This design comes from an exercise in tuning for small area on the open sky130 flow, not from production work. In this exercise RTL edits were held to simulation tests only and were not proved equivalent to the original. No activity file was given, so power comes from the tool's default toggle rates.

Setup of job 388:
Design all_mod, start of the top module:
module all_mod(
input clk, rst, wr, rd,
input rx,
input [2:0] addr,
input [7:0] din,
output tx,
output [7:0] dout
);
Size in the first run: ~410 flip-flops, about 25 I/O pins.
==> flow/config.mk <==
export PLATFORM = sky130hd
export DESIGN_NAME = all_mod
export DESIGN_NICKNAME = all_mod
export VERILOG_FILES = /design/flow/design.v
export SDC_FILE = /design/flow/constraint.sdc
export NUM_CORES = 4
export LEC_CHECK = 0
export CAP_MARGIN = 20
export CORE_MARGIN = 2
export CORE_UTILIZATION = 40
export CTS_BUF_LIST = sky130_fd_sc_hd__clkbuf_8
export CTS_CLUSTER_DIAMETER = 60
export CTS_CLUSTER_SIZE = 20
export SLEW_MARGIN = 20
==> flow/constraint.sdc <==
create_clock -name core_clock -period 10.0 [get_ports {clk}]
set_input_delay 2.0000 -clock core_clock [delete_from_list [all_inputs] [get_ports {clk}]]
set_output_delay 2.0000 -clock core_clock [all_outputs]
set_load 0.01 [all_outputs]
standard.sh (not shown) runs the stock make flow with config.mk's settings and CLKGATE_MAP_FILE= SYNTH_SCRIPT=/design/flow/synth_recipe.tcl, a recipe that flattens the netlist after the stock synthesis.
==> flow/flow/run.sh <==
#!/bin/bash
# Standard ORFS layout, except: CTS adds no dummy loads, and the port
# buffers are the smallest buffer cell.
export CTS_ARGS="-sink_clustering_enable -repair_clock_nets -dont_use_dummy_load -sink_clustering_size 20 -sink_clustering_max_diameter 60 -buf_list sky130_fd_sc_hd__clkbuf_8"
export BUFFER_PORTS_ARGS="-buffer_cell sky130_fd_sc_hd__buf_1"
bash standard.sh > standard.log 2>&1
Setup changes, job 388 to job 3820
- CTS_CLUSTER_DIAMETER no longer set, was 60
- CTS_BUF_LIST now sky130_fd_sc_hd__clkbuf_2 sky130_fd_sc_hd__clkbuf_4, was sky130_fd_sc_hd__clkbuf_8
==> flow/run.sh (new file) <==
#!/bin/bash
# synth_recipe.tcl (not shown) runs the flow's synth.tcl, then flattens the netlist and writes it again
# the make line also repeats each setting of config.mk as NAME=value (left out here)
make -C /OpenROAD-flow-scripts/flow DESIGN_CONFIG=/design/flow/config.mk WORK_HOME=/design/flow/orfs CLKGATE_MAP_FILE= SYNTH_SCRIPT=/design/flow/synth_recipe.tcl finish
removed: flow/flow/run.sh
removed: flow/standard.sh
## What came out
Compare job 3820 and job 388 | maximum clock frequency lower: job 3820
From job 388 to job 3820 the numbers moved as follows: non-filler instance count after layout rose 174; number of stages on the worst setup path went up.
Comparing job 3820 with job 388, the HPWL after detailed placement came out essentially unchanged.
Comparing global-route usage for job 3820 and job 388, the bigger number came from job 3820.
--- input diff job 3820..job 5823 ---
- CTS_CLUSTER_SIZE removed (was 20)
- CTS_BUF_LIST changed from sky130_fd_sc_hd__clkbuf_2 sky130_fd_sc_hd__clkbuf_4 to sky130_fd_sc_hd__clkbuf_4
The routed wire length on job 5823 is in line with that on job 3820.
Reported for job 5823 and job 3820, final instance area turned out identical to the last digit.
Job 5823 against job 3820: data arrival time of the critical path closely matched the old numbers, utilization closely matched the old numbers, parity-gate share of the synthesized area counting xor and xnor cells closely matched the old numbers.
As far as flip-flop and latch count goes, job 3820 and job 5823 are indistinguishable; the numbers are identical.
diff inputs: job 5823 => job 3818
- setting CTS_CLUSTER_SIZE to 20 for the first time
- setting CTS_CLUSTER_DIAMETER to 60 for the first time
- changing CTS_BUF_LIST from sky130_fd_sc_hd__clkbuf_4 to sky130_fd_sc_hd__clkbuf_8
==> flow/flow/run.sh (new file) <==
#!/bin/bash
# Standard ORFS layout, with CTS told not to add dummy loads.
cat standard.sh > standard_sh_copy.log
cat config.mk > config_copy.log
export CTS_ARGS="-sink_clustering_enable -repair_clock_nets -dont_use_dummy_load -sink_clustering_size 20 -sink_clustering_max_diameter 60 -buf_list sky130_fd_sc_hd__clkbuf_8"
bash standard.sh > standard.log 2>&1
==> flow/standard.sh (new file) <==
#!/bin/bash
# synth_recipe.tcl (not shown) runs the flow's synth.tcl, then flattens the netlist and writes it again
# the make line also repeats each setting of config.mk as NAME=value (left out here)
make -C /OpenROAD-flow-scripts/flow DESIGN_CONFIG=/design/flow/config.mk WORK_HOME=/design/flow/orfs CLKGATE_MAP_FILE= SYNTH_SCRIPT=/design/flow/synth_recipe.tcl "${@:-finish}"
removed: flow/run.sh
## What came out
In job 3818, the smallest setup slack after layout came out 0.11 ns below the value in job 5823. Job 3818 vs job 5823, termination of the worst setup path: tx_fifo_inst.cm1[3] vs tx_fifo_inst.cm1[1]. Compared with job 5823, job 3818 shows fraction of layout cells with a size suffix above 1 lower by 9.5 points. Per the comparison of job 3818 with job 5823, switching power decreased about 16%, sequential cell area share increased 3.5 points, power decreased 17%.

re-timing with driven ports:
In the flow no input, the clock included, has a driving cell. The finished layouts below were timed again as built, in two steps. Step 1, drivers: a clkbuf_16 drives clk and a buf_2 each remaining input, both assumed. Step 2, shift: input delay + t, output delay - t, t = (earliest + latest rising clock arrival at the registers) / 2. This alone moves slack from input paths to output paths. Three values: ideal, step 1, step 2; two values: the first two.
run | t, ns | setup slack, ns | worst setup path at the end | worst slew at a driven data input, ns | pins driven straight from the clock port
job 388 | 0.670 | 5.626 / 5.620 / 4.950 | input to register | 0.07 | 1
job 3820 | 0.849 | 4.699 / 4.701 / 3.852 | input to register | 0.08 | 1
job 5823 | 0.849 | 4.699 / 4.701 / 3.852 | input to register | 0.08 | 1
job 3818 | 0.652 | 4.588 / 4.582 / 3.930 | input to register | 0.07 | 1
After both steps every run listed still meets setup and hold.
